Background: an optimization exercise with open tools, aiming at small area. Do not read the settings as production practice. Function was checked by simulation only, so behaviour that the tests miss may differ from the original. Power and IR drop assume default switching activity.

==> v18 <==
==> flow/design.v <==
module uart_tx (
    input  wire        clk_i,
    input  wire        rst_n_i,
    input  wire        cfg_en_i,
    input  wire [11:0] cfg_div_i,
    input  wire [ 1:0] cfg_bits_i,
    input  wire        cfg_parity_en_i,
    input  wire        cfg_stop_bits_i,
    output reg         tx_o,
    output reg         tx_busy_o,
    input  wire [ 7:0] tx_data_i,
    input  wire        tx_vld_i,
    output reg         tx_rdy_o
);
    localparam [2:0] IDLE = 3'd0, START = 3'd1, DATA = 3'd2, PARITY = 3'd3, STOP = 3'd4;
    reg  [ 2:0] state;
    reg  [ 2:0] state_next;
    reg  [ 2:0] cnt;
    reg  [ 7:0] data;
    reg         parity;
    reg  [ 1:0] stop;
    reg  [11:0] baud;
    wire        bit_done  = baud == cfg_div_i;
    wire        data_done = cnt[2] && (cnt[1:0] == cfg_bits_i) && bit_done;
    wire        stop_done = (!cfg_stop_bits_i || stop[1]) && stop[0];
    always @(posedge clk_i) begin
        if (!tx_busy_o || bit_done) baud <= 12'h0;
        else baud <= baud + 12'd1;
    end
    wire s_idle   = ~|state;
    wire s_start  = state[0] & ~state[1];
    wire s_data   = state[1] & ~state[0];
    wire s_parity = state[1] & state[0];
    wire s_stop   = state[2];
    always @(*) begin
        state_next[0] = (s_idle & tx_vld_i) | (s_start & ~bit_done) | (s_data & data_done & cfg_parity_en_i) | (s_parity & ~bit_done);
        state_next[1] = (s_start & bit_done) | (s_data & (~data_done | cfg_parity_en_i)) | (s_parity & ~bit_done);
        state_next[2] = (s_data & data_done & ~cfg_parity_en_i) | (s_parity & bit_done) | (s_stop & ~stop_done);
    end
    always @(posedge clk_i or negedge rst_n_i) begin
        if (!rst_n_i) begin
            state     <= IDLE;
            tx_o      <= 1'b0;
            tx_busy_o <= 1'b0;
        end else begin
            state     <= cfg_en_i ? state_next : IDLE;
            tx_busy_o <= |state_next;
            tx_o <= s_start ? 1'b0 : s_data ? data[0] : s_parity ? parity : 1'b1;
        end
    end
    always @(posedge clk_i) begin
        tx_rdy_o <= s_start && bit_done;
        if (s_data) begin
            if (bit_done) begin
                parity <= parity ^ data[0];
                cnt    <= cnt + 3'd1;
            end
        end else if (s_start) begin
            parity <= 1'b0;
            cnt    <= 3'd0;
        end
        if (bit_done) begin
            data    <= s_start ? tx_data_i : {1'b0, data[7:1]};
            stop[0] <= s_stop;
            stop[1] <= stop[0];
        end
    end
endmodule
module uart_rx (
    input  wire        clk_i,
    input  wire        rst_n_i,
    input  wire        cfg_en_i,
    input  wire [11:0] cfg_div_i,
    input  wire        cfg_parity_en_i,
    input  wire [ 1:0] cfg_bits_i,
    input  wire        rx_i,
    input  wire        rx_rdy_i,
    output reg         rx_vld_o,
    output reg  [ 7:0] rx_data_o
);
    localparam [2:0] IDLE = 3'd0, START = 3'd1, DATA = 3'd2, PARITY = 3'd3, STOP = 3'd4;
    reg  [ 2:0] state;
    reg  [ 2:0] state_next;
    reg  [ 2:0] cnt;
    reg         parity;
    reg         busy;
    reg  [11:0] baud;
    wire        bit_done  = baud == cfg_div_i;
    wire        half_done = baud == {1'b0, cfg_div_i[11:1]};
    wire        data_done = cnt[2] && (cnt[1:0] == cfg_bits_i) && half_done;
    wire [ 3:0] next_7_4  = {
        cfg_bits_i == 2'd3 ? rx_i : 1'b0,
        cfg_bits_i == 2'd2 ? rx_i : rx_data_o[7],
        cfg_bits_i == 2'd1 ? rx_i : rx_data_o[6],
        cfg_bits_i == 2'd0 ? rx_i : rx_data_o[5]
    };
    always @(posedge clk_i) begin
        if (!busy || bit_done) baud <= 12'h0;
        else baud <= baud + 12'd1;
    end
    wire s_idle   = ~|state;
    wire s_start  = state[0] & ~state[1];
    wire s_data   = state[1] & ~state[0];
    wire s_parity = state[1] & state[0];
    wire s_stop   = state[2];
    always @(*) begin
        state_next[0] = (s_idle & ~rx_i) | (s_start & ~half_done) | (s_data & data_done & cfg_parity_en_i) | (s_parity & ~half_done);
        state_next[1] = (s_start & half_done & ~rx_i) | (s_data & (~data_done | cfg_parity_en_i)) | (s_parity & ~half_done);
        state_next[2] = (s_data & data_done & ~cfg_parity_en_i) | (s_parity & half_done) | (s_stop & ~half_done);
    end
    always @(posedge clk_i or negedge rst_n_i) begin
        if (!rst_n_i) begin
            state    <= IDLE;
            busy     <= 1'b0;
            rx_vld_o <= 1'b0;
        end else begin
            state <= cfg_en_i ? state_next : IDLE;
            busy  <= |state_next;
            if (s_stop && half_done) rx_vld_o <= cfg_parity_en_i ? !parity : 1'b1;
            else if (rx_rdy_i || s_start) rx_vld_o <= 1'b0;
        end
    end
    always @(posedge clk_i) begin
        if (s_data) begin
            if (half_done) begin
                rx_data_o <= {next_7_4, rx_data_o[4:1]};
                cnt       <= cnt + 3'd1;
            end
        end else if (s_start) begin
            rx_data_o <= 8'h0;
            cnt       <= 3'd0;
        end
        if (s_idle) parity <= 1'b0;
        else if (half_done && state[1]) parity <= parity ^ rx_i;
    end
endmodule
module sync_fifo #(
    parameter RST_DATA = 1
) (
    input  wire       clk_i,
    input  wire       rstn_i,
    output wire       wr_rdy_o,
    input  wire       wr_vld_i,
    input  wire [7:0] wr_data_i,
    input  wire       rd_rdy_i,
    output reg        rd_vld_o,
    output reg  [7:0] rd_data_o,
    output wire [3:0] elem_cnt_o
);
    reg  [3:0] cnt;
    reg  [7:0] line [0:7];
    wire       full  = cnt[3];
    wire       empty = ~|cnt;
    wire       wr    = wr_vld_i & ~full;
    wire       pre   = ~rd_vld_o | rd_rdy_i;
    wire       rd    = pre & ~empty;
    assign wr_rdy_o   = ~full;
    assign elem_cnt_o = cnt;
    always @(posedge clk_i or negedge rstn_i) begin
        if (!rstn_i) begin
            cnt      <= 4'd0;
            rd_vld_o <= 1'b0;
        end else begin
            if (wr & ~rd) cnt <= cnt + 4'd1;
            else if (rd & ~wr) cnt <= cnt - 4'd1;
            if (pre) rd_vld_o <= ~empty;
        end
    end
    always @(posedge clk_i) begin
        if (pre) rd_data_o <= (cnt[2:0] == 3'd0) ? line0 : line[cnt[2:0]];
    end
    wire [7:0] line0;
    generate
        if (RST_DATA) begin : g_seen
            reg [2:0] wcnt;
            reg       seen;
            always @(posedge clk_i or negedge rstn_i) begin
                if (!rstn_i) begin
                    wcnt <= 3'd0;
                    seen <= 1'b0;
                end else if (wr) begin
                    wcnt <= wcnt + 3'd1;
                    if (&wcnt) seen <= 1'b1;
                end
            end
            assign line0 = line[0] & {8{seen}};
        end else begin : g_noseen
            assign line0 = line[0];
        end
    endgenerate
    integer i;
    always @(posedge clk_i) begin
        if (wr) begin
            line[1] <= wr_data_i;
            for (i = 2; i < 8; i = i + 1) line[i] <= line[i-1];
            line[0] <= line[7];
        end
    end
endmodule
module uart_fifo (
    input  wire        clk_i,
    input  wire        rst_n_i,
    input  wire        cfg_en_i,
    input  wire [11:0] cfg_div_i,
    input  wire        cfg_parity_en_i,
    input  wire [ 1:0] cfg_bits_i,
    input  wire        cfg_stop_bits_i,
    input  wire        rx_i,
    output wire        tx_o,
    output wire        tx_busy_o,
    input  wire        wr_vld_i,
    input  wire [ 7:0] wr_data_i,
    output wire        wr_rdy_o,
    output wire [ 3:0] tx_cnt_o,
    output wire        rd_vld_o,
    output wire [ 7:0] rd_data_o,
    input  wire        rd_rdy_i,
    output wire [ 3:0] rx_cnt_o
);
    wire       tx_rdy;
    wire       tx_vld;
    wire [7:0] tx_data;
    wire       rx_rdy;
    wire       rx_vld;
    wire [7:0] rx_data;
    sync_fifo #(
        .RST_DATA(1)
    ) fifo_tx (
        .clk_i     (clk_i),
        .rstn_i    (rst_n_i),
        .wr_rdy_o  (wr_rdy_o),
        .wr_vld_i  (wr_vld_i),
        .wr_data_i (wr_data_i),
        .rd_rdy_i  (tx_rdy),
        .rd_vld_o  (tx_vld),
        .rd_data_o (tx_data),
        .elem_cnt_o(tx_cnt_o)
    );
    uart_tx tx_u (
        .clk_i          (clk_i),
        .rst_n_i        (rst_n_i),
        .cfg_en_i       (cfg_en_i),
        .cfg_div_i      (cfg_div_i),
        .cfg_bits_i     (cfg_bits_i),
        .cfg_parity_en_i(cfg_parity_en_i),
        .cfg_stop_bits_i(cfg_stop_bits_i),
        .tx_o           (tx_o),
        .tx_busy_o      (tx_busy_o),
        .tx_data_i      (tx_data),
        .tx_vld_i       (tx_vld),
        .tx_rdy_o       (tx_rdy)
    );
    uart_rx rx_u (
        .clk_i          (clk_i),
        .rst_n_i        (rst_n_i),
        .cfg_en_i       (cfg_en_i),
        .cfg_div_i      (cfg_div_i),
        .cfg_parity_en_i(cfg_parity_en_i),
        .cfg_bits_i     (cfg_bits_i),
        .rx_i           (rx_i),
        .rx_rdy_i       (rx_rdy),
        .rx_vld_o       (rx_vld),
        .rx_data_o      (rx_data)
    );
    sync_fifo #(
        .RST_DATA(0)
    ) fifo_rx (
        .clk_i     (clk_i),
        .rstn_i    (rst_n_i),
        .wr_rdy_o  (rx_rdy),
        .wr_vld_i  (rx_vld),
        .wr_data_i (rx_data),
        .rd_rdy_i  (rd_rdy_i),
        .rd_vld_o  (rd_vld_o),
        .rd_data_o (rd_data_o),
        .elem_cnt_o(rx_cnt_o)
    );
endmodule
==> flow/flow/run.sh <==
#!/bin/bash
# Own layout flow, built on the standard flow (standard.sh):
#  1. Synthesis is the standard synthesis script (synth_recipe.tcl, via
#     standard.sh) with one change: ABC maps the combinational logic with an
#     area-oriented script (flow/abc_area_map.script: repeated dch + amap)
#     instead of ORFS's abc_speed.script. Flip-flops are mapped by dfflibmap
#     before ABC runs, so the registers, their names and cells are the
#     standard synthesis's. ORFS's scripts are copied into this work folder
#     and only abc_speed.script is replaced in the copy. The adders are left
#     to ABC as well (ADDER_MAP_FILE empty) instead of being mapped to
#     ha/fa cells beforehand.
#  2. Floorplan to finish is standard.sh with ORFS's own scripts, except that
#     the port buffers are sky130_fd_sc_hd__buf_1 (every port still gets one)
#     and the clock tree uses clkbuf_16 with larger sink clusters and no dummy
#     loads.
# Each make call's full output goes to its own log in this folder; ORFS's
# per-step logs are in orfs/logs.
set -euo pipefail
cd "$(dirname "${BASH_SOURCE[0]}")/.."
rm -rf synth_scripts
cp -r "$FLOW_HOME/scripts" synth_scripts
cp flow/abc_area_map.script synth_scripts/abc_speed.script
bash standard.sh "SCRIPTS_DIR=$PWD/synth_scripts" ABC_AREA=0 ADDER_MAP_FILE= synth > flow_synth.log 2>&1
bash standard.sh \
  "BUFFER_PORTS_ARGS=-buffer_cell sky130_fd_sc_hd__buf_1" \
  "CTS_ARGS=-sink_clustering_enable -repair_clock_nets -dont_use_dummy_load -buf_list sky130_fd_sc_hd__clkbuf_16 -sink_clustering_size 28 -sink_clustering_max_diameter 60" \
  finish > flow_layout.log 2>&1
==> flow/flow/abc_area_map.script <==
strash
dch
amap
strash
dch -f
amap
strash
dch -f
amap
strash
dch -f
amap
topo
stime -c
==> flow/standard.sh <==
#!/bin/bash
# synth_recipe.tcl (not shown) runs the flow's synth.tcl, then flattens the netlist and writes it again
# the make line also repeats each setting of config.mk as NAME=value (left out here)
make -C /OpenROAD-flow-scripts/flow DESIGN_CONFIG=/design/flow/config.mk WORK_HOME=/design/flow/orfs CLKGATE_MAP_FILE= SYNTH_SCRIPT=/design/flow/synth_recipe.tcl "${@:-finish}"
==> flow/config.mk <==
export PLATFORM = sky130hd
export DESIGN_NAME = uart_fifo
export DESIGN_NICKNAME = uart_fifo
export VERILOG_FILES = /design/flow/design.v
export SDC_FILE = /design/flow/constraint.sdc
export NUM_CORES = 4
export LEC_CHECK = 0
export CAP_MARGIN = 0
export CORE_MARGIN = 2
export CORE_UTILIZATION = 65
export SLEW_MARGIN = 0
==> flow/constraint.sdc <==
create_clock -name core_clock -period 5.0 [get_ports {clk_i}]
set_input_delay 1.0000 -clock core_clock [delete_from_list [all_inputs] [get_ports {clk_i}]]
set_output_delay 1.0000 -clock core_clock [all_outputs]
set_load 0.01 [all_outputs]
==> inputs of v37, as changes to v18 <==
==> flow/design.v, changed modules only <==
module uart_tx (
    input  wire        clk_i,
    input  wire        rst_n_i,
    input  wire        cfg_en_i,
    input  wire [11:0] cfg_div_i,
    input  wire [ 1:0] cfg_bits_i,
    input  wire        cfg_parity_en_i,
    input  wire        cfg_stop_bits_i,
    output reg         tx_o,
    output reg         tx_busy_o,
    input  wire [ 7:0] tx_data_i,
    input  wire        tx_vld_i,
    output reg         tx_rdy_o
);
    localparam [2:0] IDLE = 3'd0, START = 3'd1, DATA = 3'd2, PARITY = 3'd3, STOP = 3'd4;
    reg  [ 2:0] state;
    reg  [ 2:0] state_next;
    reg  [ 2:0] cnt;
    reg  [ 7:0] data;
    reg         parity;
    reg  [ 1:0] stop;
    reg  [11:0] baud;
    wire        bit_done  = baud == cfg_div_i;
    wire        data_done = cnt[2] && (cnt[1:0] == cfg_bits_i) && bit_done;
    wire        stop_done = (!cfg_stop_bits_i || stop[1]) && stop[0];
    always @(posedge clk_i) begin
        if (!tx_busy_o || bit_done) baud <= 12'h0;
        else baud <= baud + 12'd1;
    end
    always @(*) begin
        case (state)
            IDLE:    state_next = tx_vld_i ? START : IDLE;
            START:   state_next = bit_done ? DATA : START;
            DATA:    state_next = data_done ? (cfg_parity_en_i ? PARITY : STOP) : DATA;
            PARITY:  state_next = bit_done ? STOP : PARITY;
            STOP:    state_next = stop_done ? IDLE : STOP;
            default: state_next = IDLE;
        endcase
    end
    always @(posedge clk_i or negedge rst_n_i) begin
        if (!rst_n_i) begin
            state     <= IDLE;
            tx_o      <= 1'b0;
            tx_busy_o <= 1'b0;
        end else begin
            state     <= cfg_en_i ? state_next : IDLE;
            tx_busy_o <= state_next != IDLE;
            case (state)
                START:   tx_o <= 1'b0;
                DATA:    tx_o <= data[0];
                PARITY:  tx_o <= parity;
                default: tx_o <= 1'b1;
            endcase
        end
    end
    always @(posedge clk_i) begin
        tx_rdy_o <= state == START && bit_done;
        if (state == DATA) begin
            if (bit_done) begin
                parity <= parity ^ data[0];
                cnt    <= cnt + 3'd1;
            end
        end else if (state == START) begin
            parity <= 1'b0;
            cnt    <= 3'd0;
        end
        if (bit_done) begin
            data    <= (state == START) ? tx_data_i : {1'b0, data[7:1]};
            stop[0] <= state == STOP;
            stop[1] <= stop[0];
        end
    end
endmodule
module uart_rx (
    input  wire        clk_i,
    input  wire        rst_n_i,
    input  wire        cfg_en_i,
    input  wire [11:0] cfg_div_i,
    input  wire        cfg_parity_en_i,
    input  wire [ 1:0] cfg_bits_i,
    input  wire        rx_i,
    input  wire        rx_rdy_i,
    output reg         rx_vld_o,
    output reg  [ 7:0] rx_data_o
);
    localparam [2:0] IDLE = 3'd0, START = 3'd1, DATA = 3'd2, PARITY = 3'd3, STOP = 3'd4;
    reg  [ 2:0] state;
    reg  [ 2:0] state_next;
    reg  [ 2:0] cnt;
    reg         parity;
    reg         busy;
    reg  [11:0] baud;
    wire        bit_done  = baud == cfg_div_i;
    wire        half_done = baud == {1'b0, cfg_div_i[11:1]};
    wire        data_done = cnt[2] && (cnt[1:0] == cfg_bits_i) && half_done;
    wire [ 3:0] next_7_4  = {
        cfg_bits_i == 2'd3 ? rx_i : 1'b0,
        cfg_bits_i == 2'd2 ? rx_i : rx_data_o[7],
        cfg_bits_i == 2'd1 ? rx_i : rx_data_o[6],
        cfg_bits_i == 2'd0 ? rx_i : rx_data_o[5]
    };
    always @(posedge clk_i) begin
        if (!busy || bit_done) baud <= 12'h0;
        else baud <= baud + 12'd1;
    end
    always @(*) begin
        case (state)
            IDLE:    state_next = !rx_i ? START : IDLE;
            START:   state_next = half_done ? (rx_i ? IDLE : DATA) : START;
            DATA:    state_next = data_done ? (cfg_parity_en_i ? PARITY : STOP) : DATA;
            PARITY:  state_next = half_done ? STOP : PARITY;
            STOP:    state_next = half_done ? IDLE : STOP;
            default: state_next = IDLE;
        endcase
    end
    always @(posedge clk_i or negedge rst_n_i) begin
        if (!rst_n_i) begin
            state    <= IDLE;
            busy     <= 1'b0;
            rx_vld_o <= 1'b0;
        end else begin
            state <= cfg_en_i ? state_next : IDLE;
            busy  <= state_next != IDLE;
            if (state == STOP && half_done) rx_vld_o <= cfg_parity_en_i ? !parity : 1'b1;
            else if (rx_rdy_i || state == START) rx_vld_o <= 1'b0;
        end
    end
    always @(posedge clk_i) begin
        if (state == DATA) begin
            if (half_done) begin
                rx_data_o <= {next_7_4, rx_data_o[4:1]};
                cnt       <= cnt + 3'd1;
            end
        end else if (state == START) begin
            rx_data_o <= 8'h0;
            cnt       <= 3'd0;
        end
        if (state == IDLE) parity <= 1'b0;
        else if (half_done && (state == DATA || state == PARITY)) parity <= parity ^ rx_i;
    end
endmodule
==> flow/flow/run.sh (replaced) <==
#!/bin/bash
# Own layout flow, built on the standard flow (standard.sh):
#  1. Synthesis is the standard synthesis script (synth_recipe.tcl, via
#     standard.sh) with one change: ABC maps the combinational logic with an
#     area-oriented script (flow/abc_area_map.script: repeated dch + map -a)
#     instead of ORFS's abc_speed.script. Flip-flops are mapped by dfflibmap
#     before ABC runs, so the registers, their names and cells are the
#     standard synthesis's. ORFS's scripts are copied into this work folder
#     and only abc_speed.script is replaced in the copy.
#  2. Floorplan to finish is standard.sh with ORFS's own scripts, except that
#     the port buffers are sky130_fd_sc_hd__buf_1 (every port still gets one)
#     and the clock tree uses clkbuf_8 with larger sink clusters and no dummy
#     loads.
# Each make call's full output goes to its own log in this folder; ORFS's
# per-step logs are in orfs/logs.
set -euo pipefail
cd "$(dirname "${BASH_SOURCE[0]}")/.."
rm -rf synth_scripts
cp -r "$FLOW_HOME/scripts" synth_scripts
cp flow/abc_area_map.script synth_scripts/abc_speed.script
bash standard.sh "SCRIPTS_DIR=$PWD/synth_scripts" ABC_AREA=0 synth > flow_synth.log 2>&1
bash standard.sh \
  "BUFFER_PORTS_ARGS=-buffer_cell sky130_fd_sc_hd__buf_1" \
  "CTS_ARGS=-sink_clustering_enable -repair_clock_nets -dont_use_dummy_load -buf_list sky130_fd_sc_hd__clkbuf_8 -sink_clustering_size 16 -sink_clustering_max_diameter 60" \
  finish > flow_layout.log 2>&1
==> flow/flow/abc_area_map.script (replaced) <==
strash
dch
map -a
strash
dch -f
map -a
strash
dch -f
map -a
strash
dch -f
map -a
topo
stime -c
- CAP_MARGIN: 0 -> 20
- CORE_UTILIZATION: 65 -> 40
- SLEW_MARGIN: 0 -> 20
==> inputs of v23, as changes to v18 <==
==> flow/design.v, changed modules only <==
module uart_tx (
    input  wire        clk_i,
    input  wire        rst_n_i,
    input  wire        cfg_en_i,
    input  wire [11:0] cfg_div_i,
    input  wire [ 1:0] cfg_bits_i,
    input  wire        cfg_parity_en_i,
    input  wire        cfg_stop_bits_i,
    output reg         tx_o,
    output reg         tx_busy_o,
    input  wire [ 7:0] tx_data_i,
    input  wire        tx_vld_i,
    output reg         tx_rdy_o
);
    localparam [2:0] IDLE = 3'd0, START = 3'd1, DATA = 3'd2, PARITY = 3'd3, STOP = 3'd4;
    reg  [ 2:0] state;
    reg  [ 2:0] state_next;
    reg  [ 2:0] cnt;
    reg  [ 7:0] data;
    reg         parity;
    reg  [ 1:0] stop;
    reg  [11:0] baud;
    wire        bit_done  = baud == cfg_div_i;
    wire        data_done = cnt[2] && (cnt[1:0] == cfg_bits_i) && bit_done;
    wire        stop_done = (!cfg_stop_bits_i || stop[1]) && stop[0];
    always @(posedge clk_i) begin
        if (!tx_busy_o || bit_done) baud <= 12'h0;
        else baud <= baud + 12'd1;
    end
    always @(*) begin
        case (state)
            IDLE:    state_next = tx_vld_i ? START : IDLE;
            START:   state_next = bit_done ? DATA : START;
            DATA:    state_next = data_done ? (cfg_parity_en_i ? PARITY : STOP) : DATA;
            PARITY:  state_next = bit_done ? STOP : PARITY;
            STOP:    state_next = stop_done ? IDLE : STOP;
            default: state_next = IDLE;
        endcase
    end
    always @(posedge clk_i or negedge rst_n_i) begin
        if (!rst_n_i) begin
            state     <= IDLE;
            tx_o      <= 1'b0;
            tx_busy_o <= 1'b0;
        end else begin
            state     <= cfg_en_i ? state_next : IDLE;
            tx_busy_o <= state_next != IDLE;
            case (state)
                START:   tx_o <= 1'b0;
                DATA:    tx_o <= data[0];
                PARITY:  tx_o <= parity;
                default: tx_o <= 1'b1;
            endcase
        end
    end
    always @(posedge clk_i) begin
        tx_rdy_o <= state == START && bit_done;
        if (state == DATA) begin
            if (bit_done) begin
                parity <= parity ^ data[0];
                cnt    <= cnt + 3'd1;
            end
        end else if (state == START) begin
            parity <= 1'b0;
            cnt    <= 3'd0;
        end
        if (bit_done) begin
            data    <= (state == START) ? tx_data_i : {1'b0, data[7:1]};
            stop[0] <= state == STOP;
            stop[1] <= stop[0];
        end
    end
endmodule
module uart_rx (
    input  wire        clk_i,
    input  wire        rst_n_i,
    input  wire        cfg_en_i,
    input  wire [11:0] cfg_div_i,
    input  wire        cfg_parity_en_i,
    input  wire [ 1:0] cfg_bits_i,
    input  wire        rx_i,
    input  wire        rx_rdy_i,
    output reg         rx_vld_o,
    output reg  [ 7:0] rx_data_o
);
    localparam [2:0] IDLE = 3'd0, START = 3'd1, DATA = 3'd2, PARITY = 3'd3, STOP = 3'd4;
    reg  [ 2:0] state;
    reg  [ 2:0] state_next;
    reg  [ 2:0] cnt;
    reg         parity;
    reg         busy;
    reg  [11:0] baud;
    wire        bit_done  = baud == cfg_div_i;
    wire        half_done = baud == {1'b0, cfg_div_i[11:1]};
    wire        data_done = cnt[2] && (cnt[1:0] == cfg_bits_i) && half_done;
    wire [ 3:0] next_7_4  = {
        cfg_bits_i == 2'd3 ? rx_i : 1'b0,
        cfg_bits_i == 2'd2 ? rx_i : rx_data_o[7],
        cfg_bits_i == 2'd1 ? rx_i : rx_data_o[6],
        cfg_bits_i == 2'd0 ? rx_i : rx_data_o[5]
    };
    always @(posedge clk_i) begin
        if (!busy || bit_done) baud <= 12'h0;
        else baud <= baud + 12'd1;
    end
    always @(*) begin
        case (state)
            IDLE:    state_next = !rx_i ? START : IDLE;
            START:   state_next = half_done ? (rx_i ? IDLE : DATA) : START;
            DATA:    state_next = data_done ? (cfg_parity_en_i ? PARITY : STOP) : DATA;
            PARITY:  state_next = half_done ? STOP : PARITY;
            STOP:    state_next = half_done ? IDLE : STOP;
            default: state_next = IDLE;
        endcase
    end
    always @(posedge clk_i or negedge rst_n_i) begin
        if (!rst_n_i) begin
            state    <= IDLE;
            busy     <= 1'b0;
            rx_vld_o <= 1'b0;
        end else begin
            state <= cfg_en_i ? state_next : IDLE;
            busy  <= state_next != IDLE;
            if (state == STOP && half_done) rx_vld_o <= cfg_parity_en_i ? !parity : 1'b1;
            else if (rx_rdy_i || state == START) rx_vld_o <= 1'b0;
        end
    end
    always @(posedge clk_i) begin
        if (state == DATA) begin
            if (half_done) begin
                rx_data_o <= {next_7_4, rx_data_o[4:1]};
                cnt       <= cnt + 3'd1;
            end
        end else if (state == START) begin
            rx_data_o <= 8'h0;
            cnt       <= 3'd0;
        end
        if (state == IDLE) parity <= 1'b0;
        else if (half_done && (state == DATA || state == PARITY)) parity <= parity ^ rx_i;
    end
endmodule
--- a/flow/flow/run.sh
+++ b/flow/flow/run.sh
@@ -13,3 +13,3 @@
 #     the port buffers are sky130_fd_sc_hd__buf_1 (every port still gets one)
-#     and the clock tree uses clkbuf_16 with larger sink clusters and no dummy
+#     and the clock tree uses clkbuf_8 with larger sink clusters and no dummy
 #     loads.
@@ -25,3 +25,3 @@
   "BUFFER_PORTS_ARGS=-buffer_cell sky130_fd_sc_hd__buf_1" \
-  "CTS_ARGS=-sink_clustering_enable -repair_clock_nets -dont_use_dummy_load -buf_list sky130_fd_sc_hd__clkbuf_16 -sink_clustering_size 28 -sink_clustering_max_diameter 60" \
+  "CTS_ARGS=-sink_clustering_enable -repair_clock_nets -dont_use_dummy_load -buf_list sky130_fd_sc_hd__clkbuf_8 -sink_clustering_size 16 -sink_clustering_max_diameter 60" \
   finish > flow_layout.log 2>&1
==> inputs of v15, as changes to v18 <==
--- a/flow/flow/run.sh
+++ b/flow/flow/run.sh
@@ -13,3 +13,3 @@
 #     the port buffers are sky130_fd_sc_hd__buf_1 (every port still gets one)
-#     and the clock tree uses clkbuf_16 with larger sink clusters and no dummy
+#     and the clock tree uses clkbuf_8 with larger sink clusters and no dummy
 #     loads.
@@ -25,3 +25,3 @@
   "BUFFER_PORTS_ARGS=-buffer_cell sky130_fd_sc_hd__buf_1" \
-  "CTS_ARGS=-sink_clustering_enable -repair_clock_nets -dont_use_dummy_load -buf_list sky130_fd_sc_hd__clkbuf_16 -sink_clustering_size 28 -sink_clustering_max_diameter 60" \
+  "CTS_ARGS=-sink_clustering_enable -repair_clock_nets -dont_use_dummy_load -buf_list sky130_fd_sc_hd__clkbuf_8 -sink_clustering_size 16 -sink_clustering_max_diameter 60" \
   finish > flow_layout.log 2>&1
==> notes <==
Final cell count: v37 > v23 > v15 > v18.
Total power, lowest first: v23, v15, v18, v37.
Global-route usage: v18 is higher than v37 (9.4 points).
First-iteration DRC count: v18 > v15 > v23 > v37.
Between v23 and v15, the lower non-clock buffer count is in v15 (gap 3).
Of v23 and v37, v37 has the higher clock power (gap about 6%, measured against v37).
In v37 the maximum frequency is higher than in v18, by about 3.5%.

## static timing again, ports no longer ideal
Ports are ideal in the flow. The routed layouts listed here were re-timed in OpenROAD. Step 1 sets driving cells, clkbuf_16 on the clock port and buf_2 on the other inputs (assumed; they add their load-dependent delay and slew). Step 2 moves the port delays by t, midway between the first and last clock arrival at a register: inputs arrive t later, outputs are due t later. That takes back most of the time a late clock gives input paths. Three values: no drivers, after step 1, after step 2; two values: the first two.
run	shift t [ns]	setup slack, ns	worst hold slack (ns)
v18	0.490	2.020 / 2.020 / 1.712	0.429 / 0.429 / 0.429
v37	0.537	2.120 / 2.120 / 1.813	0.394 / 0.394 / 0.394
v23	0.524	1.997 / 1.997 / 1.531	0.443 / 0.443 / 0.443
v15	0.496	2.130 / 2.130 / 1.719	0.444 / 0.444 / 0.444
After both steps setup and hold are still met in every run listed. The setup slack of v23, which loses most, moves by 0.000 ns with the drivers and by -0.466 ns with both steps.
